From an optimization exercise on the open Yosys and OpenROAD flow, aimed at small area and a short achievable clock period; shortcuts taken in it are not production practice.
In this exercise RTL edits were held to simulation tests only and were not proved equivalent to the original.
No activity file was given, so power comes from the tool's default toggle rates.

--- design/flow/config.mk ---
export PLATFORM = sky130hd
export DESIGN_NAME = uart_top
export DESIGN_NICKNAME = uart_top
export VERILOG_FILES = /design/flow/design.v
export SDC_FILE = /design/flow/constraint.sdc
export NUM_CORES = 8
export LEC_CHECK = 0
export ABC_AREA = 1
export CAP_MARGIN = 20
export CORE_MARGIN = 2
export CORE_UTILIZATION = 40
export CTS_BUF_LIST = sky130_fd_sc_hd__clkbuf_8
export CTS_CLUSTER_DIAMETER = 100
export CTS_CLUSTER_SIZE = 30
export SLEW_MARGIN = 20
--- design/flow/constraint.sdc ---
create_clock -name core_clock -period 72.0 [get_ports {clk}]
set_input_delay 14.4000 -clock core_clock [delete_from_list [all_inputs] [get_ports {clk}]]
set_output_delay 14.4000 -clock core_clock [all_outputs]
set_load 0.01 [all_outputs]
--- design/flow/design.v ---
`timescale 1ns / 1ps
module baud_generator (
    input wire clk,
    input wire rst_n,
    input wire [15:0] baud_cfg,
    output reg baud_tick
);
    reg [15:0] b;
    reg [15:0] c2;
    wire [17:0] m3;
    wire [16:0] mc;
    assign m3[0] = c2[0];
    assign m3[1] = c2[1] ^ c2[0];
    assign mc[1] = c2[1] & c2[0];
    assign m3[2] = c2[2] ^ c2[1] ^ mc[1];
    assign mc[2] = (c2[2] & c2[1]) | (c2[2] & mc[1]) | (c2[1] & mc[1]);
    assign m3[3] = c2[3] ^ c2[2] ^ mc[2];
    assign mc[3] = (c2[3] & c2[2]) | (c2[3] & mc[2]) | (c2[2] & mc[2]);
    assign m3[4] = c2[4] ^ c2[3] ^ mc[3];
    assign mc[4] = (c2[4] & c2[3]) | (c2[4] & mc[3]) | (c2[3] & mc[3]);
    assign m3[5] = c2[5] ^ c2[4] ^ mc[4];
    assign mc[5] = (c2[5] & c2[4]) | (c2[5] & mc[4]) | (c2[4] & mc[4]);
    assign m3[6] = c2[6] ^ c2[5] ^ mc[5];
    assign mc[6] = (c2[6] & c2[5]) | (c2[6] & mc[5]) | (c2[5] & mc[5]);
    assign m3[7] = c2[7] ^ c2[6] ^ mc[6];
    assign mc[7] = (c2[7] & c2[6]) | (c2[7] & mc[6]) | (c2[6] & mc[6]);
    assign m3[8] = c2[8] ^ c2[7] ^ mc[7];
    assign mc[8] = (c2[8] & c2[7]) | (c2[8] & mc[7]) | (c2[7] & mc[7]);
    assign m3[9] = c2[9] ^ c2[8] ^ mc[8];
    assign mc[9] = (c2[9] & c2[8]) | (c2[9] & mc[8]) | (c2[8] & mc[8]);
    assign m3[10] = c2[10] ^ c2[9] ^ mc[9];
    assign mc[10] = (c2[10] & c2[9]) | (c2[10] & mc[9]) | (c2[9] & mc[9]);
    assign m3[11] = c2[11] ^ c2[10] ^ mc[10];
    assign mc[11] = (c2[11] & c2[10]) | (c2[11] & mc[10]) | (c2[10] & mc[10]);
    assign m3[12] = c2[12] ^ c2[11] ^ mc[11];
    assign mc[12] = (c2[12] & c2[11]) | (c2[12] & mc[11]) | (c2[11] & mc[11]);
    assign m3[13] = c2[13] ^ c2[12] ^ mc[12];
    assign mc[13] = (c2[13] & c2[12]) | (c2[13] & mc[12]) | (c2[12] & mc[12]);
    assign m3[14] = c2[14] ^ c2[13] ^ mc[13];
    assign mc[14] = (c2[14] & c2[13]) | (c2[14] & mc[13]) | (c2[13] & mc[13]);
    assign m3[15] = c2[15] ^ c2[14] ^ mc[14];
    assign mc[15] = (c2[15] & c2[14]) | (c2[15] & mc[14]) | (c2[14] & mc[14]);
    assign m3[16] = c2[15] ^ mc[15];
    assign m3[17] = c2[15] & mc[15];
    localparam [143:0] KBT = 144'hbacaa89a48a0b6a9e4b28b68aaab6cb6ebc0;    
    wire b_small = (b[15:6] == 10'd0) && (b[5:4] != 2'b11);    
    wire [5:0] kb = !b_small ? 6'd0 : (b[5:0] >= 6'd24) ? b[5:0] : KBT[b[4:0] * 6 +: 6];
    wire e1_0 = (b[1:0] == 2'd1);
    wire e2_0 = (b[1:0] == 2'd2);
    wire e3_0 = (b[1:0] == 2'd3);
    wire p0_0 = (e1_0 & c2[0]) | (e3_0 & m3[0]);
    wire p0_1 = (e1_0 & c2[1]) | (e2_0 & c2[0]) | (e3_0 & m3[1]);
    wire p0_2 = (e1_0 & c2[2]) | (e2_0 & c2[1]) | (e3_0 & m3[2]);
    wire p0_3 = (e1_0 & c2[3]) | (e2_0 & c2[2]) | (e3_0 & m3[3]);
    wire p0_4 = (e1_0 & c2[4]) | (e2_0 & c2[3]) | (e3_0 & m3[4]);
    wire p0_5 = (e1_0 & c2[5]) | (e2_0 & c2[4]) | (e3_0 & m3[5]);
    wire p0_6 = (e1_0 & c2[6]) | (e2_0 & c2[5]) | (e3_0 & m3[6]);
    wire p0_7 = (e1_0 & c2[7]) | (e2_0 & c2[6]) | (e3_0 & m3[7]);
    wire p0_8 = (e1_0 & c2[8]) | (e2_0 & c2[7]) | (e3_0 & m3[8]);
    wire p0_9 = (e1_0 & c2[9]) | (e2_0 & c2[8]) | (e3_0 & m3[9]);
    wire p0_10 = (e1_0 & c2[10]) | (e2_0 & c2[9]) | (e3_0 & m3[10]);
    wire p0_11 = (e1_0 & c2[11]) | (e2_0 & c2[10]) | (e3_0 & m3[11]);
    wire p0_12 = (e1_0 & c2[12]) | (e2_0 & c2[11]) | (e3_0 & m3[12]);
    wire p0_13 = (e1_0 & c2[13]) | (e2_0 & c2[12]) | (e3_0 & m3[13]);
    wire p0_14 = (e1_0 & c2[14]) | (e2_0 & c2[13]) | (e3_0 & m3[14]);
    wire p0_15 = (e1_0 & c2[15]) | (e2_0 & c2[14]) | (e3_0 & m3[15]);
    wire p0_16 = (e2_0 & c2[15]) | (e3_0 & m3[16]);
    wire p0_17 = (e3_0 & m3[17]);
    wire e1_1 = (b[3:2] == 2'd1);
    wire e2_1 = (b[3:2] == 2'd2);
    wire e3_1 = (b[3:2] == 2'd3);
    wire p1_0 = (e1_1 & c2[0]) | (e3_1 & m3[0]);
    wire p1_1 = (e1_1 & c2[1]) | (e2_1 & c2[0]) | (e3_1 & m3[1]);
    wire p1_2 = (e1_1 & c2[2]) | (e2_1 & c2[1]) | (e3_1 & m3[2]);
    wire p1_3 = (e1_1 & c2[3]) | (e2_1 & c2[2]) | (e3_1 & m3[3]);
    wire p1_4 = (e1_1 & c2[4]) | (e2_1 & c2[3]) | (e3_1 & m3[4]);
    wire p1_5 = (e1_1 & c2[5]) | (e2_1 & c2[4]) | (e3_1 & m3[5]);
    wire p1_6 = (e1_1 & c2[6]) | (e2_1 & c2[5]) | (e3_1 & m3[6]);
    wire p1_7 = (e1_1 & c2[7]) | (e2_1 & c2[6]) | (e3_1 & m3[7]);
    wire p1_8 = (e1_1 & c2[8]) | (e2_1 & c2[7]) | (e3_1 & m3[8]);
    wire p1_9 = (e1_1 & c2[9]) | (e2_1 & c2[8]) | (e3_1 & m3[9]);
    wire p1_10 = (e1_1 & c2[10]) | (e2_1 & c2[9]) | (e3_1 & m3[10]);
    wire p1_11 = (e1_1 & c2[11]) | (e2_1 & c2[10]) | (e3_1 & m3[11]);
    wire p1_12 = (e1_1 & c2[12]) | (e2_1 & c2[11]) | (e3_1 & m3[12]);
    wire p1_13 = (e1_1 & c2[13]) | (e2_1 & c2[12]) | (e3_1 & m3[13]);
    wire p1_14 = (e1_1 & c2[14]) | (e2_1 & c2[13]) | (e3_1 & m3[14]);
    wire p1_15 = (e1_1 & c2[15]) | (e2_1 & c2[14]) | (e3_1 & m3[15]);
    wire p1_16 = (e2_1 & c2[15]) | (e3_1 & m3[16]);
    wire p1_17 = (e3_1 & m3[17]);
    wire e1_2 = (b[5:4] == 2'd1);
    wire e2_2 = (b[5:4] == 2'd2);
    wire e3_2 = (b[5:4] == 2'd3);
    wire p2_0 = (e1_2 & c2[0]) | (e3_2 & m3[0]);
    wire p2_1 = (e1_2 & c2[1]) | (e2_2 & c2[0]) | (e3_2 & m3[1]);
    wire p2_2 = (e1_2 & c2[2]) | (e2_2 & c2[1]) | (e3_2 & m3[2]);
    wire p2_3 = (e1_2 & c2[3]) | (e2_2 & c2[2]) | (e3_2 & m3[3]);
    wire p2_4 = (e1_2 & c2[4]) | (e2_2 & c2[3]) | (e3_2 & m3[4]);
    wire p2_5 = (e1_2 & c2[5]) | (e2_2 & c2[4]) | (e3_2 & m3[5]);
    wire p2_6 = (e1_2 & c2[6]) | (e2_2 & c2[5]) | (e3_2 & m3[6]);
    wire p2_7 = (e1_2 & c2[7]) | (e2_2 & c2[6]) | (e3_2 & m3[7]);
    wire p2_8 = (e1_2 & c2[8]) | (e2_2 & c2[7]) | (e3_2 & m3[8]);
    wire p2_9 = (e1_2 & c2[9]) | (e2_2 & c2[8]) | (e3_2 & m3[9]);
    wire p2_10 = (e1_2 & c2[10]) | (e2_2 & c2[9]) | (e3_2 & m3[10]);
    wire p2_11 = (e1_2 & c2[11]) | (e2_2 & c2[10]) | (e3_2 & m3[11]);
    wire p2_12 = (e1_2 & c2[12]) | (e2_2 & c2[11]) | (e3_2 & m3[12]);
    wire p2_13 = (e1_2 & c2[13]) | (e2_2 & c2[12]) | (e3_2 & m3[13]);
    wire p2_14 = (e1_2 & c2[14]) | (e2_2 & c2[13]) | (e3_2 & m3[14]);
    wire p2_15 = (e1_2 & c2[15]) | (e2_2 & c2[14]) | (e3_2 & m3[15]);
    wire p2_16 = (e2_2 & c2[15]) | (e3_2 & m3[16]);
    wire p2_17 = (e3_2 & m3[17]);
    wire e1_3 = (b[7:6] == 2'd1);
    wire e2_3 = (b[7:6] == 2'd2);
    wire e3_3 = (b[7:6] == 2'd3);
    wire p3_0 = (e1_3 & c2[0]) | (e3_3 & m3[0]);
    wire p3_1 = (e1_3 & c2[1]) | (e2_3 & c2[0]) | (e3_3 & m3[1]);
    wire p3_2 = (e1_3 & c2[2]) | (e2_3 & c2[1]) | (e3_3 & m3[2]);
    wire p3_3 = (e1_3 & c2[3]) | (e2_3 & c2[2]) | (e3_3 & m3[3]);
    wire p3_4 = (e1_3 & c2[4]) | (e2_3 & c2[3]) | (e3_3 & m3[4]);
    wire p3_5 = (e1_3 & c2[5]) | (e2_3 & c2[4]) | (e3_3 & m3[5]);
    wire p3_6 = (e1_3 & c2[6]) | (e2_3 & c2[5]) | (e3_3 & m3[6]);
    wire p3_7 = (e1_3 & c2[7]) | (e2_3 & c2[6]) | (e3_3 & m3[7]);
    wire p3_8 = (e1_3 & c2[8]) | (e2_3 & c2[7]) | (e3_3 & m3[8]);
    wire p3_9 = (e1_3 & c2[9]) | (e2_3 & c2[8]) | (e3_3 & m3[9]);
    wire p3_10 = (e1_3 & c2[10]) | (e2_3 & c2[9]) | (e3_3 & m3[10]);
    wire p3_11 = (e1_3 & c2[11]) | (e2_3 & c2[10]) | (e3_3 & m3[11]);
    wire p3_12 = (e1_3 & c2[12]) | (e2_3 & c2[11]) | (e3_3 & m3[12]);
    wire p3_13 = (e1_3 & c2[13]) | (e2_3 & c2[12]) | (e3_3 & m3[13]);
    wire p3_14 = (e1_3 & c2[14]) | (e2_3 & c2[13]) | (e3_3 & m3[14]);
    wire p3_15 = (e1_3 & c2[15]) | (e2_3 & c2[14]) | (e3_3 & m3[15]);
    wire e1_4 = (b[9:8] == 2'd1);
    wire e2_4 = (b[9:8] == 2'd2);
    wire e3_4 = (b[9:8] == 2'd3);
    wire p4_0 = (e1_4 & c2[0]) | (e3_4 & m3[0]);
    wire p4_1 = (e1_4 & c2[1]) | (e2_4 & c2[0]) | (e3_4 & m3[1]);
    wire p4_2 = (e1_4 & c2[2]) | (e2_4 & c2[1]) | (e3_4 & m3[2]);
    wire p4_3 = (e1_4 & c2[3]) | (e2_4 & c2[2]) | (e3_4 & m3[3]);
    wire p4_4 = (e1_4 & c2[4]) | (e2_4 & c2[3]) | (e3_4 & m3[4]);
    wire p4_5 = (e1_4 & c2[5]) | (e2_4 & c2[4]) | (e3_4 & m3[5]);
    wire p4_6 = (e1_4 & c2[6]) | (e2_4 & c2[5]) | (e3_4 & m3[6]);
    wire p4_7 = (e1_4 & c2[7]) | (e2_4 & c2[6]) | (e3_4 & m3[7]);
    wire p4_8 = (e1_4 & c2[8]) | (e2_4 & c2[7]) | (e3_4 & m3[8]);
    wire p4_9 = (e1_4 & c2[9]) | (e2_4 & c2[8]) | (e3_4 & m3[9]);
    wire p4_10 = (e1_4 & c2[10]) | (e2_4 & c2[9]) | (e3_4 & m3[10]);
    wire p4_11 = (e1_4 & c2[11]) | (e2_4 & c2[10]) | (e3_4 & m3[11]);
    wire p4_12 = (e1_4 & c2[12]) | (e2_4 & c2[11]) | (e3_4 & m3[12]);
    wire p4_13 = (e1_4 & c2[13]) | (e2_4 & c2[12]) | (e3_4 & m3[13]);
    wire e1_5 = (b[11:10] == 2'd1);
    wire e2_5 = (b[11:10] == 2'd2);
    wire e3_5 = (b[11:10] == 2'd3);
    wire p5_0 = (e1_5 & c2[0]) | (e3_5 & m3[0]);
    wire p5_1 = (e1_5 & c2[1]) | (e2_5 & c2[0]) | (e3_5 & m3[1]);
    wire p5_2 = (e1_5 & c2[2]) | (e2_5 & c2[1]) | (e3_5 & m3[2]);
    wire p5_3 = (e1_5 & c2[3]) | (e2_5 & c2[2]) | (e3_5 & m3[3]);
    wire p5_4 = (e1_5 & c2[4]) | (e2_5 & c2[3]) | (e3_5 & m3[4]);
    wire p5_5 = (e1_5 & c2[5]) | (e2_5 & c2[4]) | (e3_5 & m3[5]);
    wire p5_6 = (e1_5 & c2[6]) | (e2_5 & c2[5]) | (e3_5 & m3[6]);
    wire p5_7 = (e1_5 & c2[7]) | (e2_5 & c2[6]) | (e3_5 & m3[7]);
    wire p5_8 = (e1_5 & c2[8]) | (e2_5 & c2[7]) | (e3_5 & m3[8]);
    wire p5_9 = (e1_5 & c2[9]) | (e2_5 & c2[8]) | (e3_5 & m3[9]);
    wire p5_10 = (e1_5 & c2[10]) | (e2_5 & c2[9]) | (e3_5 & m3[10]);
    wire p5_11 = (e1_5 & c2[11]) | (e2_5 & c2[10]) | (e3_5 & m3[11]);
    wire e1_6 = (b[13:12] == 2'd1);
    wire e2_6 = (b[13:12] == 2'd2);
    wire e3_6 = (b[13:12] == 2'd3);
    wire p6_0 = (e1_6 & c2[0]) | (e3_6 & m3[0]);
    wire p6_1 = (e1_6 & c2[1]) | (e2_6 & c2[0]) | (e3_6 & m3[1]);
    wire p6_2 = (e1_6 & c2[2]) | (e2_6 & c2[1]) | (e3_6 & m3[2]);
    wire p6_3 = (e1_6 & c2[3]) | (e2_6 & c2[2]) | (e3_6 & m3[3]);
    wire p6_4 = (e1_6 & c2[4]) | (e2_6 & c2[3]) | (e3_6 & m3[4]);
    wire p6_5 = (e1_6 & c2[5]) | (e2_6 & c2[4]) | (e3_6 & m3[5]);
    wire p6_6 = (e1_6 & c2[6]) | (e2_6 & c2[5]) | (e3_6 & m3[6]);
    wire p6_7 = (e1_6 & c2[7]) | (e2_6 & c2[6]) | (e3_6 & m3[7]);
    wire p6_8 = (e1_6 & c2[8]) | (e2_6 & c2[7]) | (e3_6 & m3[8]);
    wire p6_9 = (e1_6 & c2[9]) | (e2_6 & c2[8]) | (e3_6 & m3[9]);
    wire e1_7 = (b[15:14] == 2'd1);
    wire e2_7 = (b[15:14] == 2'd2);
    wire e3_7 = (b[15:14] == 2'd3);
    wire p7_0 = (e1_7 & c2[0]) | (e3_7 & m3[0]);
    wire p7_1 = (e1_7 & c2[1]) | (e2_7 & c2[0]) | (e3_7 & m3[1]);
    wire p7_2 = (e1_7 & c2[2]) | (e2_7 & c2[1]) | (e3_7 & m3[2]);
    wire p7_3 = (e1_7 & c2[3]) | (e2_7 & c2[2]) | (e3_7 & m3[3]);
    wire p7_4 = (e1_7 & c2[4]) | (e2_7 & c2[3]) | (e3_7 & m3[4]);
    wire p7_5 = (e1_7 & c2[5]) | (e2_7 & c2[4]) | (e3_7 & m3[5]);
    wire p7_6 = (e1_7 & c2[6]) | (e2_7 & c2[5]) | (e3_7 & m3[6]);
    wire p7_7 = (e1_7 & c2[7]) | (e2_7 & c2[6]) | (e3_7 & m3[7]);
    wire s1;
    wire k2;
    wire s3;
    wire k4;
    wire s5;
    wire k6;
    wire s7;
    wire k8;
    wire s9;
    wire k10;
    wire s11;
    wire k12;
    wire s13;
    wire k14;
    wire s15;
    wire k16;
    wire s17;
    wire k18;
    wire s19;
    wire k20;
    wire s21;
    wire k22;
    wire s23;
    wire k24;
    wire s25;
    wire k26;
    wire s27;
    wire k28;
    wire s29;
    wire k30;
    wire s31;
    wire k32;
    wire s33;
    wire k34;
    wire s35;
    wire k36;
    wire s37;
    wire k38;
    wire s39;
    wire k40;
    wire s41;
    wire k42;
    wire s43;
    wire k44;
    wire s45;
    wire k46;
    wire s47;
    wire k48;
    wire s49;
    wire k50;
    wire s51;
    wire k52;
    wire s53;
    wire k54;
    wire s55;
    wire k56;
    wire s57;
    wire k58;
    wire s59;
    wire k60;
    wire s61;
    wire k62;
    wire s63;
    wire k64;
    wire s65;
    wire k66;
    wire s67;
    wire k68;
    wire s69;
    wire k70;
    wire s71;
    wire k72;
    wire s73;
    wire k74;
    wire s75;
    wire k76;
    wire s77;
    wire k78;
    wire s79;
    wire k80;
    wire s81;
    wire k82;
    wire s83;
    wire k84;
    wire s85;
    wire k86;
    wire s87;
    wire k88;
    wire s89;
    wire k90;
    wire s91;
    wire k92;
    wire s93;
    wire k94;
    wire s95;
    wire k96;
    wire s97;
    wire k98;
    wire s99;
    wire k100;
    wire s101;
    wire k102;
    wire s103;
    wire k104;
    wire s105;
    wire k106;
    wire s107;
    wire k108;
    wire s109;
    wire k110;
    wire s111;
    wire k112;
    wire s113;
    wire k114;
    wire s115;
    wire k116;
    wire s117;
    wire k118;
    wire s119;
    wire k120;
    wire s121;
    wire k122;
    wire s123;
    wire k124;
    wire s125;
    wire k126;
    wire s127;
    wire k128;
    wire s129;
    wire k130;
    wire s131;
    wire k132;
    wire s133;
    wire k134;
    wire s135;
    wire k136;
    wire s137;
    wire k138;
    wire s139;
    wire k140;
    wire s141;
    wire k142;
    wire s143;
    wire k144;
    wire s145;
    wire k146;
    wire s147;
    wire k148;
    wire s149;
    wire k150;
    wire s151;
    wire k152;
    wire s153;
    wire k154;
    wire s155;
    wire k156;
    wire s157;
    wire k158;
    wire s159;
    wire k160;
    wire s161;
    wire k162;
    wire s163;
    wire k164;
    wire s165;
    wire k166;
    wire s167;
    wire k168;
    wire s169;
    wire k170;
    wire s171;
    wire k172;
    wire s173;
    wire k174;
    wire s175;
    wire k176;
    wire s177;
    wire k178;
    wire r179;
    wire r180;
    wire r181;
    wire r182;
    wire r183;
    wire r184;
    wire r185;
    wire r186;
    wire r187;
    wire r188;
    wire r189;
    wire r190;
    wire r191;
    wire r192;
    wire r193;
    wire r194;
    wire r195;
    wire r196;
    wire r197;
    wire r198;
    wire r199;
    wire r200;
    assign s1 = p0_12 ^ p1_10 ^ p2_8;
    assign k2 = (p0_12 & p1_10) | (p0_12 & p2_8) | (p1_10 & p2_8);
    assign s3 = p0_13 ^ p1_11 ^ p2_9;
    assign k4 = (p0_13 & p1_11) | (p0_13 & p2_9) | (p1_11 & p2_9);
    assign s5 = p0_14 ^ p1_12 ^ p2_10;
    assign k6 = (p0_14 & p1_12) | (p0_14 & p2_10) | (p1_12 & p2_10);
    assign s7 = p3_8 ^ p4_6 ^ p5_4;
    assign k8 = (p3_8 & p4_6) | (p3_8 & p5_4) | (p4_6 & p5_4);
    assign s9 = p0_15 ^ p1_13 ^ p2_11;
    assign k10 = (p0_15 & p1_13) | (p0_15 & p2_11) | (p1_13 & p2_11);
    assign s11 = p3_9 ^ p4_7 ^ p5_5;
    assign k12 = (p3_9 & p4_7) | (p3_9 & p5_5) | (p4_7 & p5_5);
    assign s13 = p0_16 ^ p1_14 ^ p2_12;
    assign k14 = (p0_16 & p1_14) | (p0_16 & p2_12) | (p1_14 & p2_12);
    assign s15 = p3_10 ^ p4_8 ^ p5_6;
    assign k16 = (p3_10 & p4_8) | (p3_10 & p5_6) | (p4_8 & p5_6);
    assign s17 = p6_4 ^ p7_2;
    assign k18 = p6_4 & p7_2;
    assign s19 = p0_17 ^ p1_15 ^ p2_13;
    assign k20 = (p0_17 & p1_15) | (p0_17 & p2_13) | (p1_15 & p2_13);
    assign s21 = p3_11 ^ p4_9 ^ p5_7;
    assign k22 = (p3_11 & p4_9) | (p3_11 & p5_7) | (p4_9 & p5_7);
    assign s23 = p6_5 ^ p7_3 ^ kb[1];
    assign k24 = (p6_5 & p7_3) | (p6_5 & kb[1]) | (p7_3 & kb[1]);
    assign s25 = p1_16 ^ p2_14 ^ p3_12;
    assign k26 = (p1_16 & p2_14) | (p1_16 & p3_12) | (p2_14 & p3_12);
    assign s27 = p4_10 ^ p5_8 ^ p6_6;
    assign k28 = (p4_10 & p5_8) | (p4_10 & p6_6) | (p5_8 & p6_6);
    assign s29 = p7_4 ^ kb[2];
    assign k30 = p7_4 & kb[2];
    assign s31 = p1_17 ^ p2_15 ^ p3_13;
    assign k32 = (p1_17 & p2_15) | (p1_17 & p3_13) | (p2_15 & p3_13);
    assign s33 = p4_11 ^ p5_9 ^ p6_7;
    assign k34 = (p4_11 & p5_9) | (p4_11 & p6_7) | (p5_9 & p6_7);
    assign s35 = p7_5 ^ kb[3];
    assign k36 = p7_5 & kb[3];
    assign s37 = p2_16 ^ p3_14 ^ p4_12;
    assign k38 = (p2_16 & p3_14) | (p2_16 & p4_12) | (p3_14 & p4_12);
    assign s39 = p5_10 ^ p6_8 ^ p7_6;
    assign k40 = (p5_10 & p6_8) | (p5_10 & p7_6) | (p6_8 & p7_6);
    assign s43 = p2_17 ^ p3_15 ^ p4_13;
    assign k44 = (p2_17 & p3_15) | (p2_17 & p4_13) | (p3_15 & p4_13);
    assign s45 = p5_11 ^ p6_9 ^ p7_7;
    assign k46 = (p5_11 & p6_9) | (p5_11 & p7_7) | (p6_9 & p7_7);
    assign s47 = p0_6 ^ p1_4;
    assign k48 = p0_6 & p1_4;
    assign s49 = p0_7 ^ p1_5 ^ p2_3;
    assign k50 = (p0_7 & p1_5) | (p0_7 & p2_3) | (p1_5 & p2_3);
    assign s51 = p0_8 ^ p1_6 ^ p2_4;
    assign k52 = (p0_8 & p1_6) | (p0_8 & p2_4) | (p1_6 & p2_4);
    assign s53 = p0_9 ^ p1_7 ^ p2_5;
    assign k54 = (p0_9 & p1_7) | (p0_9 & p2_5) | (p1_7 & p2_5);
    assign s55 = p0_10 ^ p1_8 ^ p2_6;
    assign k56 = (p0_10 & p1_8) | (p0_10 & p2_6) | (p1_8 & p2_6);
    assign s57 = p3_4 ^ p4_2;
    assign k58 = p3_4 & p4_2;
    assign s59 = p0_11 ^ p1_9 ^ p2_7;
    assign k60 = (p0_11 & p1_9) | (p0_11 & p2_7) | (p1_9 & p2_7);
    assign s61 = p3_5 ^ p4_3 ^ p5_1;
    assign k62 = (p3_5 & p4_3) | (p3_5 & p5_1) | (p4_3 & p5_1);
    assign s63 = s1 ^ p3_6 ^ p4_4;
    assign k64 = (s1 & p3_6) | (s1 & p4_4) | (p3_6 & p4_4);
    assign s65 = p5_2 ^ p6_0 ^ 1'b1;
    assign k66 = (p5_2 & p6_0) | (p5_2 & 1'b1) | (p6_0 & 1'b1);
    assign s67 = s3 ^ p3_7 ^ p4_5;
    assign k68 = (s3 & p3_7) | (s3 & p4_5) | (p3_7 & p4_5);
    assign s69 = p5_3 ^ p6_1 ^ k2;
    assign k70 = (p5_3 & p6_1) | (p5_3 & k2) | (p6_1 & k2);
    assign s71 = s5 ^ s7 ^ p6_2;
    assign k72 = (s5 & s7) | (s5 & p6_2) | (s7 & p6_2);
    assign s73 = p7_0 ^ 1'b1 ^ k4;
    assign k74 = (p7_0 & 1'b1) | (p7_0 & k4) | (1'b1 & k4);
    assign s75 = s9 ^ s11 ^ p6_3;
    assign k76 = (s9 & s11) | (s9 & p6_3) | (s11 & p6_3);
    assign s77 = p7_1 ^ k6 ^ k8;
    assign k78 = (p7_1 & k6) | (p7_1 & k8) | (k6 & k8);
    assign s79 = s13 ^ s15 ^ s17;
    assign k80 = (s13 & s15) | (s13 & s17) | (s15 & s17);
    assign s81 = kb[0] ^ k10 ^ k12;
    assign k82 = (kb[0] & k10) | (kb[0] & k12) | (k10 & k12);
    assign s83 = s19 ^ s21 ^ s23;
    assign k84 = (s19 & s21) | (s19 & s23) | (s21 & s23);
    assign s85 = k14 ^ k16 ^ k18;
    assign k86 = (k14 & k16) | (k14 & k18) | (k16 & k18);
    assign s87 = s25 ^ s27 ^ s29;
    assign k88 = (s25 & s27) | (s25 & s29) | (s27 & s29);
    assign s89 = k20 ^ k22 ^ k24;
    assign k90 = (k20 & k22) | (k20 & k24) | (k22 & k24);
    assign s91 = s31 ^ s33 ^ s35;
    assign k92 = (s31 & s33) | (s31 & s35) | (s33 & s35);
    assign s93 = k26 ^ k28 ^ k30;
    assign k94 = (k26 & k28) | (k26 & k30) | (k28 & k30);
    assign s95 = s37 ^ s39 ^ ~kb[4];
    assign k96 = (s37 & s39) | (s37 & ~kb[4]) | (s39 & ~kb[4]);
    assign s97 = k32 ^ k34 ^ k36;
    assign k98 = (k32 & k34) | (k32 & k36) | (k34 & k36);
    assign s99 = s43 ^ s45 ^ kb[5];
    assign k100 = (s43 & s45) | (s43 & kb[5]) | (s45 & kb[5]);
    assign s101 = k38 ^ k40 ^ kb[4];
    assign k102 = (k38 & k40) | (k38 & kb[4]) | (k40 & kb[4]);
    assign s103 = p0_4 ^ p1_2;
    assign k104 = p0_4 & p1_2;
    assign s105 = p0_5 ^ p1_3 ^ p2_1;
    assign k106 = (p0_5 & p1_3) | (p0_5 & p2_1) | (p1_3 & p2_1);
    assign s107 = s47 ^ p2_2 ^ p3_0;
    assign k108 = (s47 & p2_2) | (s47 & p3_0) | (p2_2 & p3_0);
    assign s109 = s49 ^ p3_1 ^ 1'b1;
    assign k110 = (s49 & p3_1) | (s49 & 1'b1) | (p3_1 & 1'b1);
    assign s111 = s51 ^ p3_2 ^ p4_0;
    assign k112 = (s51 & p3_2) | (s51 & p4_0) | (p3_2 & p4_0);
    assign s113 = s53 ^ p3_3 ^ p4_1;
    assign k114 = (s53 & p3_3) | (s53 & p4_1) | (p3_3 & p4_1);
    assign s115 = s55 ^ s57 ^ p5_0;
    assign k116 = (s55 & s57) | (s55 & p5_0) | (s57 & p5_0);
    assign s117 = s59 ^ s61 ^ k56;
    assign k118 = (s59 & s61) | (s59 & k56) | (s61 & k56);
    assign s119 = s63 ^ s65 ^ k60;
    assign k120 = (s63 & s65) | (s63 & k60) | (s65 & k60);
    assign s121 = s67 ^ s69 ^ k64;
    assign k122 = (s67 & s69) | (s67 & k64) | (s69 & k64);
    assign s123 = s71 ^ s73 ^ k68;
    assign k124 = (s71 & s73) | (s71 & k68) | (s73 & k68);
    assign s125 = s75 ^ s77 ^ k72;
    assign k126 = (s75 & s77) | (s75 & k72) | (s77 & k72);
    assign s127 = s79 ^ s81 ^ k76;
    assign k128 = (s79 & s81) | (s79 & k76) | (s81 & k76);
    assign s129 = s83 ^ s85 ^ k80;
    assign k130 = (s83 & s85) | (s83 & k80) | (s85 & k80);
    assign s131 = s87 ^ s89 ^ k84;
    assign k132 = (s87 & s89) | (s87 & k84) | (s89 & k84);
    assign s133 = s91 ^ s93 ^ k88;
    assign k134 = (s91 & s93) | (s91 & k88) | (s93 & k88);
    assign s135 = s95 ^ s97 ^ k92;
    assign k136 = (s95 & s97) | (s95 & k92) | (s97 & k92);
    assign s137 = s99 ^ s101 ^ k96;
    assign k138 = (s99 & s101) | (s99 & k96) | (s101 & k96);
    assign s139 = p0_2 ^ p1_0;
    assign k140 = p0_2 & p1_0;
    assign s141 = p0_3 ^ p1_1;
    assign k142 = p0_3 & p1_1;
    assign s143 = s103 ^ p2_0 ^ 1'b1;
    assign k144 = (s103 & p2_0) | (s103 & 1'b1) | (p2_0 & 1'b1);
    assign s145 = s105 ^ 1'b1 ^ k104;
    assign k146 = (s105 & 1'b1) | (s105 & k104) | (1'b1 & k104);
    assign s147 = s107 ^ 1'b1 ^ k106;
    assign k148 = (s107 & 1'b1) | (s107 & k106) | (1'b1 & k106);
    assign s149 = s109 ^ k48 ^ k108;
    assign k150 = (s109 & k48) | (s109 & k108) | (k48 & k108);
    assign s151 = s111 ^ k50 ^ k110;
    assign k152 = (s111 & k50) | (s111 & k110) | (k50 & k110);
    assign s153 = s113 ^ k52 ^ k112;
    assign k154 = (s113 & k52) | (s113 & k112) | (k52 & k112);
    assign s155 = s115 ^ k54 ^ k114;
    assign k156 = (s115 & k54) | (s115 & k114) | (k54 & k114);
    assign s157 = s117 ^ k58 ^ k116;
    assign k158 = (s117 & k58) | (s117 & k116) | (k58 & k116);
    assign s159 = s119 ^ k62 ^ k118;
    assign k160 = (s119 & k62) | (s119 & k118) | (k62 & k118);
    assign s161 = s121 ^ k66 ^ k120;
    assign k162 = (s121 & k66) | (s121 & k120) | (k66 & k120);
    assign s163 = s123 ^ k70 ^ k122;
    assign k164 = (s123 & k70) | (s123 & k122) | (k70 & k122);
    assign s165 = s125 ^ k74 ^ k124;
    assign k166 = (s125 & k74) | (s125 & k124) | (k74 & k124);
    assign s167 = s127 ^ k78 ^ k126;
    assign k168 = (s127 & k78) | (s127 & k126) | (k78 & k126);
    assign s169 = s129 ^ k82 ^ k128;
    assign k170 = (s129 & k82) | (s129 & k128) | (k82 & k128);
    assign s171 = s131 ^ k86 ^ k130;
    assign k172 = (s131 & k86) | (s131 & k130) | (k86 & k130);
    assign s173 = s133 ^ k90 ^ k132;
    assign k174 = (s133 & k90) | (s133 & k132) | (k90 & k132);
    assign s175 = s135 ^ k94 ^ k134;
    assign k176 = (s135 & k94) | (s135 & k134) | (k94 & k134);
    assign s177 = s137 ^ k98 ^ k136;
    assign k178 = (s137 & k98) | (s137 & k136) | (k98 & k136);
    assign r179 = p0_0 & 1'b1;
    assign r180 = (p0_1 & 1'b1) | (p0_1 & r179) | (1'b1 & r179);
    assign r181 = (s139 & 1'b1) | (s139 & r180) | (1'b1 & r180);
    assign r182 = (s141 & k140) | (s141 & r181) | (k140 & r181);
    assign r183 = (s143 & k142) | (s143 & r182) | (k142 & r182);
    assign r184 = (s145 & k144) | (s145 & r183) | (k144 & r183);
    assign r185 = (s147 & k146) | (s147 & r184) | (k146 & r184);
    assign r186 = (s149 & k148) | (s149 & r185) | (k148 & r185);
    assign r187 = (s151 & k150) | (s151 & r186) | (k150 & r186);
    assign r188 = (s153 & k152) | (s153 & r187) | (k152 & r187);
    assign r189 = (s155 & k154) | (s155 & r188) | (k154 & r188);
    assign r190 = (s157 & k156) | (s157 & r189) | (k156 & r189);
    assign r191 = (s159 & k158) | (s159 & r190) | (k158 & r190);
    assign r192 = (s161 & k160) | (s161 & r191) | (k160 & r191);
    assign r193 = (s163 & k162) | (s163 & r192) | (k162 & r192);
    assign r194 = (s165 & k164) | (s165 & r193) | (k164 & r193);
    assign r195 = (s167 & k166) | (s167 & r194) | (k166 & r194);
    assign r196 = (s169 & k168) | (s169 & r195) | (k168 & r195);
    assign r197 = (s171 & k170) | (s171 & r196) | (k170 & r196);
    assign r198 = (s173 & k172) | (s173 & r197) | (k172 & r197);
    assign r199 = (s175 & k174) | (s175 & r198) | (k174 & r198);
    assign r200 = (s177 & k176) | (s177 & r199) | (k176 & r199);
    wire gt = r200;
    wire hi = ((e2_3 & c2[15]) | (e3_3 & m3[16])) | ((e3_3 & m3[17])) | ((e1_4 & c2[14]) | (e2_4 & c2[13]) | (e3_4 & m3[14])) | ((e1_4 & c2[15]) | (e2_4 & c2[14]) | (e3_4 & m3[15])) | ((e2_4 & c2[15]) | (e3_4 & m3[16])) | ((e3_4 & m3[17])) | ((e1_5 & c2[12]) | (e2_5 & c2[11]) | (e3_5 & m3[12])) | ((e1_5 & c2[13]) | (e2_5 & c2[12]) | (e3_5 & m3[13])) | ((e1_5 & c2[14]) | (e2_5 & c2[13]) | (e3_5 & m3[14])) | ((e1_5 & c2[15]) | (e2_5 & c2[14]) | (e3_5 & m3[15])) | ((e2_5 & c2[15]) | (e3_5 & m3[16])) | ((e3_5 & m3[17])) | ((e1_6 & c2[10]) | (e2_6 & c2[9]) | (e3_6 & m3[10])) | ((e1_6 & c2[11]) | (e2_6 & c2[10]) | (e3_6 & m3[11])) | ((e1_6 & c2[12]) | (e2_6 & c2[11]) | (e3_6 & m3[12])) | ((e1_6 & c2[13]) | (e2_6 & c2[12]) | (e3_6 & m3[13])) | ((e1_6 & c2[14]) | (e2_6 & c2[13]) | (e3_6 & m3[14])) | ((e1_6 & c2[15]) | (e2_6 & c2[14]) | (e3_6 & m3[15])) | ((e2_6 & c2[15]) | (e3_6 & m3[16])) | ((e3_6 & m3[17])) | ((e1_7 & c2[8]) | (e2_7 & c2[7]) | (e3_7 & m3[8])) | ((e1_7 & c2[9]) | (e2_7 & c2[8]) | (e3_7 & m3[9])) | ((e1_7 & c2[10]) | (e2_7 & c2[9]) | (e3_7 & m3[10])) | ((e1_7 & c2[11]) | (e2_7 & c2[10]) | (e3_7 & m3[11])) | ((e1_7 & c2[12]) | (e2_7 & c2[11]) | (e3_7 & m3[12])) | ((e1_7 & c2[13]) | (e2_7 & c2[12]) | (e3_7 & m3[13])) | ((e1_7 & c2[14]) | (e2_7 & c2[13]) | (e3_7 & m3[14])) | ((e1_7 & c2[15]) | (e2_7 & c2[14]) | (e3_7 & m3[15])) | ((e2_7 & c2[15]) | (e3_7 & m3[16])) | ((e3_7 & m3[17])) | k44 | k46 | k100 | k102 | k138 | k178;
    wire cond = hi | gt;
    always @(posedge clk) b <= (baud_cfg == 16'd0) ? 16'd9600 : baud_cfg;
    always @(posedge clk or negedge rst_n) begin
        if (!rst_n) begin
            c2 <= 16'd2;
            baud_tick <= 1'b0;
        end else begin
            baud_tick <= cond;
            c2 <= cond ? 16'd2 : c2 + 16'd1;
        end
    end
endmodule
`timescale 1ns / 1ps
module uart_tx (
    input wire clk,
    input wire rst_n,
    input wire tx_start,
    input wire [7:0] tx_data,
    input wire baud_tick,
    output reg tx,
    output reg tx_busy,
    output reg tx_done
);
    localparam [3:0] IDLE = 4'd6, START = 4'd7, STOP = 4'd0;
    reg [3:0] state;
    reg [7:0] data;            
    wire idle = (state == IDLE);
    wire stop = (state == STOP);
    always @(posedge clk)
        if (idle && tx_start) data <= tx_data;
    always @(posedge clk or negedge rst_n) begin
        if (!rst_n) begin
            state   <= IDLE;
            tx      <= 1'b1;
            tx_busy <= 1'b0;
            tx_done <= 1'b0;
        end else begin
            tx_busy <= !idle || tx_start;
            tx_done <= stop && baud_tick;
            tx      <= state[3] ? data[state[2:0]] : (state != START);
            if (idle) begin
                if (tx_start) state <= START;
            end else if (baud_tick) begin
                state <= stop ? IDLE : state + 4'd1;
            end
        end
    end
endmodule
`timescale 1ns / 1ps
module uart_rx (
    input wire clk,
    input wire rst_n,
    input wire rx,
    input wire baud_tick,
    output reg [7:0] rx_data,
    output reg rx_valid,
    output reg frame_error,
    output wire parity_error,
    output reg overrun_error
);
    localparam [3:0] IDLE = 4'd6, START = 4'd7, STOP = 4'd0;
    assign parity_error = 1'b0;
    reg rx_sync1, rx_sync2;
    reg [2:0] rx_filter;
    reg rx_filtered;
    reg [3:0] div16;           
    reg [3:0] sample_count;    
    reg [3:0] state;
    reg [6:0] shift_lo;        
    reg shift_hi;
    wire baud_pulse = baud_tick && (div16 == 4'd0);
    wire mid = baud_tick && (sample_count == 4'd7);
    wire idle = (state == IDLE);
    wire stop = (state == STOP);
    wire data_st = state[3];
    always @(posedge clk) begin
        rx_sync1 <= rx;
        rx_sync2 <= rx_sync1;
        if (baud_tick)
            sample_count <= idle ? 4'd0 : sample_count + 4'd1;
        if (data_st && mid)
            shift_lo <= {shift_hi, shift_lo[6:1]};
    end
    always @(posedge clk or negedge rst_n) begin
        if (!rst_n) begin
            rx_filter     <= 3'b111;
            rx_filtered   <= 1'b1;
            div16         <= 4'd0;
            state         <= IDLE;
            shift_hi      <= 1'b0;
            rx_data       <= 8'd0;
            rx_valid      <= 1'b0;
            frame_error   <= 1'b0;
            overrun_error <= 1'b0;
        end else begin
            if (baud_tick) begin
                div16       <= div16 + 4'd1;
                rx_filter   <= {rx_filter[1:0], rx_sync2};
                rx_filtered <= (rx_filter[2] & rx_filter[1]) |
                               (rx_filter[2] & rx_filter[0]) |
                               (rx_filter[1] & rx_filter[0]);
            end
            if (data_st && mid)
                shift_hi <= rx_filtered;
            rx_valid <= stop && baud_pulse;
            if (stop && baud_pulse) begin
                rx_data       <= {shift_hi, shift_lo};
                overrun_error <= 1'b0;
            end else if (rx_valid) begin
                overrun_error <= 1'b1;
            end
            if (idle)
                frame_error <= 1'b0;
            else if (stop && mid && !rx_filtered)
                frame_error <= 1'b1;
            case (state)
                IDLE:    if (baud_tick && !rx_filtered) state <= START;
                START:   if (mid) state <= rx_filtered ? IDLE : 4'd8;
                STOP:    if (baud_pulse) state <= IDLE;
                default: if (baud_pulse) state <= state + 4'd1;    
            endcase
        end
    end
endmodule
`timescale 1ns / 1ps
module uart_protocol_checker (
    input wire clk,
    input wire rst_n,
    input wire rx_valid,
    input wire [7:0] rx_data,
    input wire frame_error,
    input wire overrun_error,
    output reg [7:0] frame_error_count,
    output wire [7:0] parity_error_count,
    output reg [7:0] overrun_error_count,
    output reg [7:0] break_count,
    output reg break_detected,
    output reg [15:0] bytes_received,
    output reg [15:0] packets_received,
    input wire clear_stats
);
    assign parity_error_count = 8'd0;
    reg [3:0] zeros;
    reg [1:0] idle_count;      
    reg prev_rx_valid, prev_frame_error, prev_overrun_error;
    wire zero_frame = (rx_data == 8'd0) && frame_error;
    always @(posedge clk or negedge rst_n) begin
        if (!rst_n) begin
            zeros          <= 4'd0;
            break_detected <= 1'b0;
        end else begin
            break_detected <= rx_valid && zero_frame && (zeros == 4'd9);
            if (rx_valid) begin
                if (!zero_frame)
                    zeros <= 4'd0;
                else if (zeros != 4'd10)
                    zeros <= zeros + 4'd1;
            end
        end
    end
    always @(posedge clk or negedge rst_n) begin
        if (!rst_n) begin
            idle_count          <= 2'd0;
            packets_received    <= 16'd0;
            frame_error_count   <= 8'd0;
            overrun_error_count <= 8'd0;
            break_count         <= 8'd0;
            bytes_received      <= 16'd0;
            prev_rx_valid       <= 1'b0;
            prev_frame_error    <= 1'b0;
            prev_overrun_error  <= 1'b0;
        end else if (clear_stats) begin
            packets_received    <= 16'd0;
            frame_error_count   <= 8'd0;
            overrun_error_count <= 8'd0;
            break_count         <= 8'd0;
            bytes_received      <= 16'd0;
        end else begin
            if (rx_valid) begin
                if (rx_data == 8'hFF) begin
                    if (idle_count != 2'd3) idle_count <= idle_count + 2'd1;
                end else begin
                    if (idle_count == 2'd3) packets_received <= packets_received + 16'd1;
                    idle_count <= 2'd0;
                end
            end
            if (rx_valid && !prev_rx_valid)
                bytes_received <= bytes_received + 16'd1;
            if (frame_error && !prev_frame_error)
                frame_error_count <= frame_error_count + 8'd1;
            if (overrun_error && !prev_overrun_error)
                overrun_error_count <= overrun_error_count + 8'd1;
            if (break_detected)
                break_count <= break_count + 8'd1;
            prev_rx_valid      <= rx_valid;
            prev_frame_error   <= frame_error;
            prev_overrun_error <= overrun_error;
        end
    end
endmodule
`timescale 1ns / 1ps
module uart_top #(
    parameter CLOCK_FREQ = 50000000,
    parameter DEFAULT_BAUD = 9600,
    parameter DATA_WIDTH = 8,
    parameter STOP_BITS = 1,
    parameter PARITY_EN = 0,
    parameter OVERSAMPLING = 16
) (
    input wire clk,
    input wire rst_n,
    input wire rx,
    output wire tx,
    input wire tx_start,
    input wire [DATA_WIDTH-1:0] tx_data,
    output wire tx_busy,
    output wire tx_done,
    output wire [DATA_WIDTH-1:0] rx_data,
    output wire rx_valid,
    input wire [15:0] baud_cfg,
    output wire frame_error,
    output wire parity_error,
    output wire overrun_error,
    output wire break_detected,
    output wire [7:0] frame_error_count,
    output wire [7:0] parity_error_count,
    output wire [7:0] overrun_error_count,
    output wire [7:0] break_count,
    output wire [15:0] bytes_received,
    output wire [15:0] packets_received,
    input wire clear_stats
);
    wire baud_tick;
    baud_generator baud_gen (
        .clk(clk),
        .rst_n(rst_n),
        .baud_cfg(baud_cfg),
        .baud_tick(baud_tick)
    );
    uart_tx uart_transmitter (
        .clk(clk),
        .rst_n(rst_n),
        .tx_start(tx_start),
        .tx_data(tx_data),
        .baud_tick(baud_tick),
        .tx(tx),
        .tx_busy(tx_busy),
        .tx_done(tx_done)
    );
    uart_rx uart_receiver (
        .clk(clk),
        .rst_n(rst_n),
        .rx(rx),
        .baud_tick(baud_tick),
        .rx_data(rx_data),
        .rx_valid(rx_valid),
        .frame_error(frame_error),
        .parity_error(parity_error),
        .overrun_error(overrun_error)
    );
    uart_protocol_checker protocol_checker (
        .clk(clk),
        .rst_n(rst_n),
        .rx_valid(rx_valid),
        .rx_data(rx_data),
        .frame_error(frame_error),
        .overrun_error(overrun_error),
        .frame_error_count(frame_error_count),
        .parity_error_count(parity_error_count),
        .overrun_error_count(overrun_error_count),
        .break_count(break_count),
        .break_detected(break_detected),
        .bytes_received(bytes_received),
        .packets_received(packets_received),
        .clear_stats(clear_stats)
    );
endmodule
--- design/flow/flow/run.sh ---
#!/bin/bash
# Own flow: the standard flow (standard.sh, unchanged synthesis and steps), with the
# port buffers that buffer_ports inserts chosen explicitly as the smallest buffer.
# make's full output goes to standard.log; ORFS keeps each step's log under orfs/logs.
export BUFFER_PORTS_ARGS="-buffer_cell sky130_fd_sc_hd__buf_1"
bash standard.sh > standard.log 2>&1
--- design/flow/standard.sh ---
#!/bin/bash
# synth_recipe.tcl (not shown) runs the flow's synth.tcl, then flattens the netlist and writes it again
# the make line also repeats each setting of config.mk as NAME=value (left out here)
make -C /OpenROAD-flow-scripts/flow DESIGN_CONFIG=/design/flow/config.mk WORK_HOME=/design/flow/orfs CLKGATE_MAP_FILE= SYNTH_SCRIPT=/design/flow/synth_recipe.tcl "${@:-finish}"
==> results of run 1 <==
[cell usage after synthesis (all sizes together) (3+ instances only)]
library cell  number
a21oi             80
xnor2              3
o21ai             64
a31oi              3
and3               3
nand3             39
nor3              34
nor3b              4
dfxtp             18
nand2            238
a211oi             5
inv              235
clkinv             6
clkbuf            52
dfstp             10
a22oi              6
dfrtp            104
a221oi             6
edfxtp            19
buf               18
fa                86
ha                54
o21a               3
nand4             12
nor2             112
xor2              17
o221ai            77
o22ai             33
o211ai             4
nor4              14
[cell families (layout without fill, tap and decap cells)]
family | Yosys count | count (layout) | share of synthesized area (%)
xor gates and xnor gates | 20 | 20 | 1.52
other | 1 | 9 | 0.0325
DFF | 151 | 151 | 32.9
and+or+nand+nor | 461 | 461 | 17.8
muxes | 3 | 3 | 0.271
buffers and inverters | 311 | 379 | 10.7
AOI/OAI and AO/OA | 287 | 287 | 16.1
adders and majority gates | 140 | 140 | 20.8
[power breakdown]
group / total, mW / leakage, nW / switching (mW) / internal (mW)
logic: 0.163 / 3.52 / 0.103 / 0.0600
clock network: 0.0583 / 0.160 / 0.0344 / 0.0239
registers: 0.111 / 1.85 / 0.0136 / 0.0976
total: 0.332 / 5.52 / 0.151 / 0.182
[path summary, 6_finish.rpt]
| path | from | endpoint | slack (ns) | cells past startpoint |
|---|---|---|---|---|
| max reg2reg | baud_gen.c2[0]$_DFF_PN0_ | baud_gen.c2[5]$_DFF_PN0_ | 61.01 | 30 |
| max | protocol_checker.break_detected$_DFF_PN0_ | break_detected | 56.48 | 1 |
| max in group asynchronous | rst_n | baud_gen.c2[13]$_DFF_PN0_ | 56.73 | 2 |
| min reg2reg | uart_receiver.rx_sync1$_DFF_P_ | uart_receiver.rx_sync2$_DFF_P_ | 0.34 | 0 |
| min in group asynchronous | rst_n | protocol_checker.packets_received[12]$_DFFE_PN0P_ | 14.08 | 1 |
| min | uart_receiver.rx_sync1$_DFF_P_ | uart_receiver.rx_sync2$_DFF_P_ | 0.34 | 0 |
[cell usage in the layout (no fill, tap or decap), types with 19 or more instances in the layout]
cell	netlist	layout
nor3_1	30	30
o221ai_1	77	77
o21ai_0	64	64
dfrtp_1	104	104
nor2_1	101	101
nand3_1	38	38
inv_1	232	233
a21oi_1	80	80
o22ai_1	33	33
buf_1	6	98
fa_1	86	86
ha_1	54	54
nand2_1	234	234
edfxtp_1	19	19
[flip-flops by register name, indices dropped and copies added, names as in the netlist, 2 cells and up]
name                                  cells
protocol_checker.bytes_received          16
protocol_checker.zeros                    4
uart_receiver.sample_count                4
uart_receiver.shift_lo                    7
uart_receiver.div16                       4
protocol_checker.idle_count               2
protocol_checker.packets_received        16
protocol_checker.frame_error_count        8
uart_transmitter.state                    4
baud_gen.c2                              16
uart_receiver.rx_filter                   3
uart_receiver.state                       4
uart_transmitter.data                     8
protocol_checker.overrun_error_count      8
uart_receiver.rx_data                     8
baud_gen.b                               16
protocol_checker.break_count              8
[layer usage]
metal | global-route usage [%] | vias up
met5 | 0 | -
met4 | 6.97 | 0
met3 | 4.51 | 85
met2 | 34.0 | 489
met1 | 30.8 | 4695
li1 | - | 4679
[layout make-up]
class                      instances  share of cell area, %
timing repair buffer             106                   3.42
inverter                         241                   7.24
tap                              384                   3.84
sequential                       151                   30.4
clock inverter                    15                  0.841
clock buffer                      17                   1.87
multi-input combinational        920                   52.4
[through the flow]
step           power [mW]  instances  cell area, um2  util (%)  hold WS [ns]
3_5_place_dp        0.275       1802           12200      42.6         0.330
2_1_floorplan       0.229       1382           11600         -         0.310
4_1_cts             0.334       1834           12500      43.8         0.351
6_report            0.332       1834           12500      43.8         0.344
5_1_grt             0.364       1834           12500      43.8         0.357
3_3_place_gp        0.271       1802           12200      42.6         0.312
==> impl_metrics.tcl, run 1 <==
set metrics [dict create \
    globalplace.congestion 1.04 \
    finalCriticalPeriod_ns 15.52 \
    hpwl_um 24200 \
    grt_max_degree 65 \
    cts_setup_buffers 0 \
    avgSynthCellArea_um2 8.41 \
    max_cap_violations 0 \
    synth_edf_count 19 \
    yosys_warnings 4 \
    initial_utilization_pct 40.5 \
    vias_per_cell 5.42 \
    clkSinkCount 151 \
    synthTopCellsByArea "dfrtp_1, fa_1, nand2_1" \
    crit_fanout 7 \
    outcome "complete, no violations" \
    cp_slowest_cell "dfrtp_1" \
    routed_wl_um 32700 \
    synth_ff_type "dfrtp_1" \
    diodes 0 \
    multi_input_area_um2 6550 \
    cts_inserted_buffers 17 \
    yosys.cell_types.count 53 \
    worst-setup-path-type "flip-flop to output port" \
    final_nets 1606 \
    drive_above_1_share_pct 5.10 \
    max-vdd-ir-drop_v 0.0000106 \
    finalCritPeriodShare_pct 21.6 \
    gr-usage-all-layers_pct 21.9 \
    die_area_um2 30300 \
    clock_skew_ns 0.0144 \
    powerDensity_nw_per_um2 26.6 \
    rsz0062_at_grt "no" \
    cpPeakStageDelay_ns 0.50 \
    cp_num_buf_inv 1 \
    end_kind "output port" \
    routed-wl-met2_um 14500 \
    required_ns 57.60 \
    io_buffers 99 \
    wl_per_cell_um 17.8 \
    core_um2 28500 \
    synth_area_um2 11600 \
    postSynthCellCount 1374 \
    setup_viol 0 \
    max_freq_mhz 64.4 \
    slew_viol_final 0 \
    yosys.area.top_type_share_pct 22.5 \
    ys_ff_latch 151 \
    postRouteAntennaNets 0 \
    cts_tree "done" \
    drtPass1Iterations 6 \
    cp.arrival_ns 1.12 \
    cts-root-buf "clkbuf_8" \
    clkTransAtPathRegs_ns 0.09 \
    ys_seq_area_share_pct 32.9 \
    seq_area_um2 3800 \
    die_height_um 174 \
    cts_hold_buf 0 \
    tns_ns 0 \
    hold_class "flip-flop to flip-flop" \
    cpLargestDelayFamily "flip-flops" \
    finalHoldViolations 0 \
    yosys.area.top_type "dfrtp_1" \
    cp_cell_sequence "buf_1" \
    grt_remaining_overflow 0 \
    insertion_delay_ns 0.45 \
    grt_pass1_wl_um 52400 \
    relSlewSlack_pct 29.0 \
    ios 109 \
    dieWidth_um 174 \
    wl_met3_um 2900 \
    first_global_vias 9631 \
    nFillCells 2904 \
    num_rows 62 \
    worstMarginPinSlew_ns 1.06 \
    async_flop_share_pct 75.5 \
    pre_cts_ws_ns 56.07 \
    top_layer_used "met4" \
    num_vias 9948 \
    clk_path_buf_depth 2 \
    setup_slack_ns 56.48 \
    leakagePower_nw 5.52 \
    ctsResizeCount 0 \
    drc 0 \
    htreeDepth 4 \
    m1WireLength_um 14300 \
    drtIter0Drc 1116 \
    antenna_found_initial 0 \
    area_growth_pct 8.22 \
    critPathLaunchType "flip-flop" \
]
==> inputs of run 2 (changes only) <==
--- a/design/flow/config.mk
+++ b/design/flow/config.mk
@@ -12,4 +12,2 @@
 export CTS_BUF_LIST = sky130_fd_sc_hd__clkbuf_8
-export CTS_CLUSTER_DIAMETER = 100
-export CTS_CLUSTER_SIZE = 30
 export SLEW_MARGIN = 20
==> impl_metrics.tcl, run 2 <==
set metrics [dict create \
    finalHoldViolations 0 \
    worst_hold_path.endpoint "uart_receiver.rx_sync2$_DFF_P_" \
    dieWidth_um 174 \
    num_rows 62 \
    stdcell_count 1834 \
    htreeDepth 4 \
    cts_inserted_buffers 17 \
    relSlewSlack_pct 29.0 \
    pre_cts_ws_ns 56.07 \
    gr-usage-all-layers_pct 21.9 \
    ys_ff_latch 151 \
    clkSinkCount 151 \
    ys_seq_area_share_pct 32.9 \
    yosys.area.top_type_share_pct 22.5 \
    setup_viol 0 \
    grt_max_degree 65 \
    worstReg2RegEnd "baud_gen.c2[5]$_DFF_PN0_" \
    synth_most_common_cell "nand2_1" \
    drc 0 \
    synth_area_um2 11600 \
    cp_slowest_cell "dfrtp_1" \
    end_kind "output port" \
    synth_ff_type "dfrtp_1" \
    r2r_start "baud_gen.c2[0]$_DFF_PN0_" \
    first_global_vias 9631 \
    cpLargestDelayFamily "flip-flops" \
    routed_wl_um 32700 \
    seq_area_um2 3800 \
    p_int_mw 0.182 \
    synth_commonest_cells "nand2_1, inv_1, dfrtp_1" \
    dp.cells 1802 \
    area_growth_pct 8.22 \
    yosys.area.top_type "dfrtp_1" \
    rrSetupSlack_ns 61.01 \
    postSynthCellCount 1374 \
    num_vias 9948 \
    power.share.clock_pct 17.5 \
    drtIter0Drc 1116 \
    grt_remaining_overflow 0 \
    grt_pass1_wl_um 52400 \
    cpPeakStageDelay_ns 0.50 \
    avgSynthCellArea_um2 8.41 \
    powerDensity_nw_per_um2 26.6 \
    max_freq_mhz 64.4 \
    switching_power_mw 0.151 \
    clock_skew_ns 0.0144 \
    yosys.cell_types.count 53 \
    seqPwrFrac_pct 33.5 \
    cp_cell_sequence "buf_1" \
    cts-root-buf "clkbuf_8" \
    worst-path-stages 1 \
    place_area_um2 12200 \
    vias_per_cell 5.42 \
    async_flop_share_pct 75.5 \
    fin_area_um2 12500 \
    rsz0062_at_grt "no" \
    fin_util_pct 43.8 \
    max_cap_violations 0 \
    core_um2 28500 \
    cts_setup_buffers 0 \
    cts_tree "done" \
    worstMarginPinSlew_ns 1.06 \
    final_nets 1606 \
    final_cell_mix "nand2_1, inv_1, dfrtp_1" \
    clk_path_buf_depth 2 \
    postRouteAntennaNets 0 \
    critPathLaunchType "flip-flop" \
    finalCriticalPeriod_ns 15.52 \
    die_area_um2 30300 \
    crit_fanout 7 \
    swShare_pct 45.4 \
    hpwl_um 24200 \
    initial_utilization_pct 40.5 \
    finalCritPeriodShare_pct 21.6 \
    insertion_delay_ns 0.45 \
    worstHoldStart "uart_receiver.rx_sync1$_DFF_P_" \
    tns_ns 0 \
    power.share.combinational_pct 49.0 \
    worst-setup-path-type "flip-flop to output port" \
    die_height_um 174 \
    synthTopCellsByArea "dfrtp_1, fa_1, nand2_1" \
    cts_hold_buf 0 \
    setup_slack_ns 56.48 \
    io_buffers 99 \
    ios 109 \
    drtPass1Iterations 6 \
    cp_num_buf_inv 1 \
    ctsResizeCount 0 \
    clkTransAtPathRegs_ns 0.09 \
    globalplace.congestion 1.04 \
    drive_above_1_share_pct 5.10 \
    slew_viol_final 0 \
    r2r_cells 30 \
    cp.arrival_ns 1.12 \
    hold_depth 0 \
    required_ns 57.60 \
    nFillCells 2904 \
    max-vdd-ir-drop_v 0.0000106 \
    synth_edf_count 19 \
    antenna_found_initial 0 \
    yosys_warnings 4 \
    leakagePower_nw 5.52 \
    layout_commonest_cell "nand2_1" \
    multi_input_area_um2 6550 \
    wl_per_cell_um 17.8 \
    hold_class "flip-flop to flip-flop" \
    diodes 0 \
    outcome "complete, no violations" \
]
-- run 2: cell counts in the layout (fill, tap and decap cells not counted) --
No cell type changed its count.
-- run 2: worst max-delay path by stage --
| stage | slack (ns) | start | endpoint |
|---|---|---|---|
| floorplan | 56.66 | tx_start | uart_transmitter.state[2]$_DFFE_PN1P_ |
| global placement | 56.12 | clear_stats | protocol_checker.idle_count[0]$_DFFE_PN0P_ |
| detailed placement | 56.07 | clear_stats | protocol_checker.idle_count[0]$_DFFE_PN0P_ |
| CTS | 56.42 | protocol_checker.break_detected$_DFF_PN0_ | break_detected |
| global route | 56.37 | clear_stats | protocol_checker.idle_count[0]$_DFFE_PN0P_ |
| finish | 56.48 | protocol_checker.break_detected$_DFF_PN0_ | break_detected |
-- run 2: logic make-up (layout without fill, tap and decap cells) --
logic type,after synthesis,after routing,synth area share [%]
adder cells (fa/ha/maj),140,140,20.8
other,1,9,0.0325
flip-flops,151,151,32.9
AO/OA/AOI/OAI,287,287,16.1
AND/OR/NAND/NOR,461,461,17.8
XOR/XNOR,20,20,1.52
buffers and inverters,311,379,10.7
multiplexers,3,3,0.271
-- run 2: metrics by stage --
step           power (mW)  hold WS (ns)
2_1_floorplan       0.229         0.310
6_report            0.332         0.344
5_1_grt             0.364         0.357
4_1_cts             0.334         0.351
3_5_place_dp        0.275         0.330
3_3_place_gp        0.271         0.312
-- run 2: metal layers --
layer / wire (um) / GRT usage [%] / up-vias
met4: 893 / 6.97 / 0
met5: 0 / 0 / -
met1: 14300 / 30.8 / 4695
met2: 14500 / 34.0 / 489
met3: 2900 / 4.51 / 85
li1: - / - / 4679
-- run 2: power groups by stage --
stage                     sequential (mW)  clock (mW)  combinational, mW
after floorplan                     0.108           0              0.121
after global routing                0.113      0.0640              0.187
after global placement              0.112           0              0.159
after detailed placement            0.112           0              0.162
final                               0.111      0.0583              0.163
after CTS                           0.111      0.0604              0.163
-- run 2: layout make-up --
class                      count  area share [%]
clock buffer                  17            1.87
tap                          384            3.84
sequential                   151            30.4
inverter                     241            7.24
timing repair buffer         106            3.42
clock inverter                15           0.841
multi-input combinational    920            52.4
==> inputs of run 3 (changes only) <==
--- a/design/flow/flow/run.sh
+++ b/design/flow/flow/run.sh
@@ -5,2 +5,3 @@
 export BUFFER_PORTS_ARGS="-buffer_cell sky130_fd_sc_hd__buf_1"
+export CTS_ARGS="-sink_clustering_enable -repair_clock_nets -buf_list sky130_fd_sc_hd__clkbuf_8 -sink_clustering_size 30 -sink_clustering_max_diameter 100 -dont_use_dummy_load"
 bash standard.sh > standard.log 2>&1
--- a/design/flow/config.mk
+++ b/design/flow/config.mk
@@ -12,2 +12,4 @@
 export CTS_BUF_LIST = sky130_fd_sc_hd__clkbuf_8
+export CTS_CLUSTER_DIAMETER = 100
+export CTS_CLUSTER_SIZE = 30
 export SLEW_MARGIN = 20
==> impl_metrics.tcl, run 3 <==
set metrics [dict create \
    seqPwrFrac_pct 34.4 \
    yosys_warnings 4 \
    tns_ns 0 \
    synth_edf_count 19 \
    die_area_um2 30300 \
    diodes 0 \
    drc 0 \
    nFillCells 2916 \
    first_global_vias 9602 \
    r2r_start "baud_gen.c2[0]$_DFF_PN0_" \
    ys_ff_latch 151 \
    cpPeakStageDelay_ns 0.49 \
    swShare_pct 44.7 \
    yosys.cell_types.count 53 \
    yosys.area.top_type_share_pct 22.5 \
    cp-startpoint "protocol_checker.break_detected$_DFF_PN0_" \
    outcome "complete, no violations" \
    ys_seq_area_share_pct 32.9 \
    crit_path_end "break_detected" \
    max_cap_violations 0 \
    postSynthCellCount 1374 \
    htreeDepth 4 \
    gr-usage-all-layers_pct 21.8 \
    cts_tree "done" \
    cpLargestDelayFamily "flip-flops" \
    relSlewSlack_pct 27.8 \
    clk_path_buf_depth 2 \
    hold_class "flip-flop to flip-flop" \
    routed_wl_um 32500 \
    worst-setup-path-type "flip-flop to output port" \
    power.share.clock_pct 15.1 \
    worstHoldStart "uart_receiver.rx_sync1$_DFF_P_" \
    synth_most_common_cell "nand2_1" \
    globalplace.congestion 1.04 \
    powerDensity_nw_per_um2 26.0 \
    final_nets 1606 \
    setup_viol 0 \
    drive_above_1_share_pct 4.46 \
    cp.arrival_ns 1.12 \
    slew_viol_final 0 \
    rsz0062_at_grt "no" \
    cts_inserted_buffers 17 \
    yosys.area.top_type "dfrtp_1" \
    cts-root-buf "clkbuf_8" \
    worst-path-stages 1 \
    cp_num_buf_inv 1 \
    top_layer_used "met4" \
    critPathLaunchType "flip-flop" \
    antenna_found_initial 0 \
    grt_pass1_wl_um 52200 \
    async_flop_share_pct 75.5 \
    vias_per_cell 5.47 \
    setup_slack_ns 56.48 \
    seq_area_um2 3800 \
    grt_remaining_overflow 0 \
    hpwl_um 24200 \
    max-vdd-ir-drop_v 0.0000106 \
    wl_per_cell_um 17.9 \
    core_um2 28500 \
    cts_hold_buf 0 \
    drtIter0Drc 1041 \
    power_mw 0.323 \
    synth_ff_type "dfrtp_1" \
    grt_max_degree 65 \
    cp_cell_sequence "buf_1" \
    p_int_mw 0.179 \
    pre_cts_ws_ns 56.07 \
    finalCriticalPeriod_ns 15.52 \
    routed-wl-met2_um 14400 \
    synth_area_um2 11600 \
    r2r_cells 30 \
    switching_power_mw 0.144 \
    ios 109 \
    ctsResizeCount 0 \
    required_ns 57.60 \
    insertion_delay_ns 0.45 \
    clock_skew_ns 0.0366 \
    drtPass1Iterations 8 \
    synth_commonest_cells "nand2_1, inv_1, dfrtp_1" \
    power.share.combinational_pct 50.5 \
    cp_slowest_cell "dfrtp_1" \
    die_height_um 174 \
    avgSynthCellArea_um2 8.41 \
    worstReg2RegEnd "baud_gen.c2[5]$_DFF_PN0_" \
    crit_fanout 7 \
    m1WireLength_um 14300 \
    finalCritPeriodShare_pct 21.5 \
    dieWidth_um 174 \
    worstMarginPinSlew_ns 1.08 \
    clkTransAtPathRegs_ns 0.08 \
    hold_slack_ns 0.343 \
    max_freq_mhz 64.5 \
    io_buffers 99 \
    end_kind "output port" \
    leakagePower_nw 5.49 \
    area_growth_pct 7.31 \
    multi_input_area_um2 6550 \
    initial_utilization_pct 40.5 \
    layout_commonest_cell "nand2_1" \
    synthTopCellsByArea "dfrtp_1, fa_1, nand2_1" \
    finalHoldViolations 0 \
    postRouteAntennaNets 0 \
    final_cell_mix "nand2_1, inv_1, dfrtp_1" \
    cts_setup_buffers 0 \
    num_vias 9944 \
    clkSinkCount 151 \
    num_rows 62 \
    rrSetupSlack_ns 61.03 \
    wl_met3_um 2970 \
]
run 3: cell counts after synthesis:
Identical to the previous run, type by type.
run 3: final cells by class:
| cell class | instances | share of cell area (%) |
|---|---|---|
| Sequential cell | 151 | 30.6 |
| Inverter | 241 | 7.30 |
| Clock buffer | 17 | 1.89 |
| Tap cell | 384 | 3.88 |
| Multi-Input combinational cell | 920 | 52.9 |
| Timing Repair Buffer | 106 | 3.45 |
run 3: logic make-up (layout without fill, tap and decap cells):
kind of cell             Yosys count  count (layout)  synth area share (%)
AND/OR/NAND/NOR                  461             461                  17.8
buffers and inverters            311             364                  10.7
AO/OA/AOI/OAI                    287             287                  16.1
flip-flops                       151             151                  32.9
adder cells (fa/ha/maj)          140             140                  20.8
XOR/XNOR                          20              20                  1.52
multiplexers                       3               3                 0.271
other                              1               9                0.0325
run 3: through the flow:
step,instance area (um2),utilization (%),std cells
finish,12400,43.4,1819
global route,12400,43.4,1819
CTS,12400,43.4,1819
detailed placement,12200,42.6,1802
global placement,12200,42.6,1802
floorplan,11600,-,1382
run 3: how the worst min path moves through the flow:
stage | slack, ns | cells after the start | end
floorplan | 0.31 | 0 | uart_receiver.rx_sync2$_DFF_P_
global placement | 0.31 | 0 | uart_receiver.rx_sync2$_DFF_P_
detailed placement | 0.33 | 0 | uart_receiver.rx_sync2$_DFF_P_
CTS | 0.35 | 0 | uart_receiver.rx_sync2$_DFF_P_
global route | 0.36 | 0 | uart_receiver.rx_sync2$_DFF_P_
finish | 0.34 | 0 | uart_receiver.rx_sync2$_DFF_P_
run 3: power by group through the flow:
stage / combinational (mW) / clock (mW) / sequential (mW)
6_report: 0.163 / 0.0487 / 0.111
5_1_grt: 0.187 / 0.0537 / 0.113
4_1_cts: 0.163 / 0.0509 / 0.111
3_5_place_dp: 0.162 / 0 / 0.112
3_3_place_gp: 0.159 / 0 / 0.112
2_1_floorplan: 0.121 / 0 / 0.108
run 3: routing by layer:
layer	global-route usage (%)	vias up
met5	0	-
met2	34.0	525
met4	7.28	0
met3	4.18	85
met1	30.6	4670
li1	-	4664

[separate check: timing with driven ports]
Ports are ideal in the flow. The routed layouts listed here were re-timed in OpenROAD. Step 1 (the two cells are an assumption about what drives the block):
set clk [get_ports {clk}]
set_driving_cell -lib_cell sky130_fd_sc_hd__clkbuf_16 $clk
set_driving_cell -lib_cell sky130_fd_sc_hd__buf_2 [delete_from_list [all_inputs] $clk]
Step 2, shift: input delay + t, output delay - t, t = (earliest + latest rising clock arrival at the registers) / 2. This alone moves slack from input paths to output paths. Three values: ideal, step 1, step 2; two values: the first two.
| run | t, ns | slack for setup (ns) | worst setup path after step 2 | clock arrival spread, ns | cell pins on the clock port's net |
|---|---|---|---|---|---|
| run 1 | 0.486 | 56.477 / 56.436 / 56.068 | input to register | 0.020 / 0.020 | 1 |
| run 2 | 0.486 | 56.477 / 56.436 / 56.068 | input to register | 0.020 / 0.020 | 1 |
| run 3 | 0.472 | 56.485 / 56.444 / 56.096 | input to register | 0.042 / 0.042 | 1 |
After both steps every run listed still meets setup and hold.
